This is an optimization exercise on Yosys and OpenROAD, whose aim is small area, not a production implementation.
Only simulation tests tie the RTL to the original design; equivalence was not proved.

Setup of old:
==> module elephent, before the edit <==
module elephent(
    input  clk,
    input  rst,
    input  onoff,
    output o
);
    reg [9:0] y_do; reg s_do;
    wire [9:0] x_do = y_do ^ 10'b1010101010;
    wire j_do = (x_do & 10'b0011111111) == 10'b0011111111;
    wire [9:0] n_do = {x_do[8:0], x_do[2] ^ x_do[9]};
    wire [9:0] m_do = {n_do[9], n_do[8], n_do[7], n_do[6], n_do[5], n_do[4], n_do[3], n_do[2], n_do[1], (j_do ? 1'b0 : n_do[0])};
    always @(posedge clk) begin
        if (rst) begin y_do <= 10'b1001010101; s_do <= 1'b0; end
        else begin y_do <= m_do ^ 10'b1010101010; s_do <= s_do ^ j_do; end
    end
    reg [9:0] y_re; reg s_re;
    wire [9:0] x_re = y_re ^ 10'b1010101010;
    wire j_re = (x_re & 10'b0111111111) == 10'b0110010001;
    wire [9:0] n_re = {x_re[8:0], x_re[0] ^ x_re[9]};
    wire [9:0] m_re = {n_re[9], n_re[8], n_re[7], n_re[6], n_re[5], n_re[4], n_re[3], n_re[2], n_re[1], (j_re ? 1'b1 : n_re[0])};
    always @(posedge clk) begin
        if (rst) begin y_re <= 10'b0100111011; s_re <= 1'b0; end
        else begin y_re <= m_re ^ 10'b1010101010; s_re <= s_re ^ j_re; end
    end
    reg [9:0] y_mi; reg s_mi;
    wire [9:0] x_mi = y_mi ^ 10'b1010101010;
    wire j_mi = (x_mi & 10'b1011011011) == 10'b0010010010;
    wire [9:0] n_mi = {x_mi[8:0], x_mi[0] ^ x_mi[9]};
    wire [9:0] m_mi = {n_mi[9], n_mi[8], n_mi[7], n_mi[6], n_mi[5], n_mi[4], (j_mi ? 1'b0 : n_mi[3]), n_mi[2], n_mi[1], n_mi[0]};
    always @(posedge clk) begin
        if (rst) begin y_mi <= 10'b1000011100; s_mi <= 1'b0; end
        else begin y_mi <= m_mi ^ 10'b1010101010; s_mi <= s_mi ^ j_mi; end
    end
    reg [9:0] y_sol; reg s_sol;
    wire [9:0] x_sol = y_sol ^ 10'b1010101010;
    wire j_sol = (x_sol & 10'b0111111011) == 10'b0010110010;
    wire [9:0] n_sol = {x_sol[8:0], x_sol[2] ^ x_sol[9]};
    wire [9:0] m_sol = {n_sol[9], n_sol[8], n_sol[7], n_sol[6], n_sol[5], n_sol[4], n_sol[3], n_sol[2], n_sol[1], (j_sol ? 1'b0 : n_sol[0])};
    always @(posedge clk) begin
        if (rst) begin y_sol <= 10'b0000011000; s_sol <= 1'b0; end
        else begin y_sol <= m_sol ^ 10'b1010101010; s_sol <= s_sol ^ j_sol; end
    end
    reg [9:0] y_la; reg s_la;
    wire [9:0] x_la = y_la ^ 10'b1010101010;
    wire j_la = (x_la & 10'b1101111001) == 10'b0000001000;
    wire [9:0] n_la = {x_la[8:0], x_la[0] ^ x_la[9]};
    wire [9:0] m_la = {n_la[9], n_la[8], n_la[7], n_la[6], n_la[5], n_la[4], n_la[3], n_la[2], n_la[1], (j_la ? 1'b1 : n_la[0])};
    always @(posedge clk) begin
        if (rst) begin y_la <= 10'b1010100100; s_la <= 1'b0; end
        else begin y_la <= m_la ^ 10'b1010101010; s_la <= s_la ^ j_la; end
    end
    reg [16:0] yc;
    wire [16:0] xc = yc ^ 17'b11011000111111111;
    wire last = (xc & 17'b11111101111111101) == 17'b01101101011111101;
    wire [16:0] nc = {xc[15:0], xc[11] ^ xc[16]};
    wire [16:0] mc = {nc[16], nc[15], nc[14], nc[13], nc[12], nc[11], (last ? 1'b0 : nc[10]), nc[9], nc[8], nc[7], nc[6], nc[5], nc[4], nc[3], nc[2], nc[1], nc[0]};
    always @(posedge clk)
        if (rst) yc <= 0;
        else if (onoff) yc <= mc ^ 17'b11011000111111111;
    reg [6:0] code;
    always @(posedge clk)
        if (rst || !onoff) code <= 7'd0;
        else if (last) code <= code + 7'd1;
    reg sp;
    always @(*)
        if (!onoff) sp = 0;
        else case (code)
            8, 16, 24, 34, 42, 50, 72, 88, 94, 98: sp = s_sol;
            36, 40, 52, 56, 100: sp = s_mi;
            38, 54, 60, 104: sp = s_re;
            64, 70, 80, 86, 96: sp = s_la;
            44, 58, 62, 66, 68, 75, 78, 82, 83, 84, 90, 108: sp = s_do;
            default: sp = 0;
        endcase
    assign o = sp;
endmodule
clock: 10.0 ns
lec_check: 0
cap_margin: 20
core_margin: 2
core_utilization: 40
slew_margin: 20
run.sh (not shown) runs the stock make flow with config.mk's settings and CLKGATE_MAP_FILE= SYNTH_SCRIPT=/design/flow/synth_recipe.tcl, a recipe that flattens the netlist after the stock synthesis.
What new does differently from old at the input level:
diff --git a/flow/design.v b/flow/design.v
--- a/flow/design.v
+++ b/flow/design.v
@@ -49,27 +49,22 @@
         if (rst) begin y_la <= 10'b1010100100; s_la <= 1'b0; end
         else begin y_la <= m_la ^ 10'b1010101010; s_la <= s_la ^ j_la; end
     end
-    reg [16:0] yc;
-    wire [16:0] xc = yc ^ 17'b11011000111111111;
-    wire last = (xc & 17'b11111101111111101) == 17'b01101101011111101;
-    wire [16:0] nc = {xc[15:0], xc[11] ^ xc[16]};
-    wire [16:0] mc = {nc[16], nc[15], nc[14], nc[13], nc[12], nc[11], (last ? 1'b0 : nc[10]), nc[9], nc[8], nc[7], nc[6], nc[5], nc[4], nc[3], nc[2], nc[1], nc[0]};
+    reg [6:0] state;
+    reg [16:0] cnt;
     always @(posedge clk)
-        if (rst) yc <= 0;
-        else if (onoff) yc <= mc ^ 17'b11011000111111111;
-    reg [6:0] code;
-    always @(posedge clk)
-        if (rst || !onoff) code <= 7'd0;
-        else if (last) code <= code + 7'd1;
+        if (rst) begin state <= 0; cnt <= 0; end
+        else if (!onoff) state <= 0;
+        else if (cnt == 100000) begin state <= state + 1; cnt <= 0; end
+        else cnt <= cnt + 1;
     reg sp;
     always @(*)
         if (!onoff) sp = 0;
-        else case (code)
-            8, 16, 24, 34, 42, 50, 72, 88, 94, 98: sp = s_sol;
-            36, 40, 52, 56, 100: sp = s_mi;
-            38, 54, 60, 104: sp = s_re;
-            64, 70, 80, 86, 96: sp = s_la;
-            44, 58, 62, 66, 68, 75, 78, 82, 83, 84, 90, 108: sp = s_do;
+        else case (state)
+            8,16,24,34,42,50,72,88,94,98: sp = s_sol;
+            36,40,52,56,100: sp = s_mi;
+            38,54,60,104: sp = s_re;
+            64,70,80,86,96: sp = s_la;
+            44,58,62,66,68,75,78,82,83,84,90,108: sp = s_do;
             default: sp = 0;
         endcase
     assign o = sp;
==> run summary <==
In the tables for old and new, post-synthesis share of cell area spent on and, or, nand and nor gates reads lower with old. Comparing old and new, worst hold margin is lower on old. Per the comparison of new with old, clock edge transition at the registers on the reported setup and hold paths now sits at about the same level; proportion of cell area spent on the clock network now sits lower; area of the core now sits higher.

-- static timing again, ports no longer ideal --
Ports are ideal in the flow. The routed layouts listed here were re-timed in OpenROAD. Step 1: set_driving_cell puts a clkbuf_16 on clk and a buf_2 on each other input, an assumption about the parent block. Step 2 adds t to the input delays and takes it off the output delays; t is the mean of the earliest and latest rising clock arrival at the registers after step 1. Input paths then give back, and output paths get back, about the clock's delay inside the block. a / b / c = no drivers / after step 1 / after step 2; a / b = the first two.
run | t, ns | setup WS [ns] | worst setup path at the end
old | 0.362 | 3.858 / 3.833 / 3.833 | input to output
new | 0.372 | 4.547 / 4.511 / 4.511 | input to output
After both steps setup and hold are still met in every run listed. The setup slack of new, which loses most, moves by -0.036 ns with the drivers and by -0.036 ns with both steps.
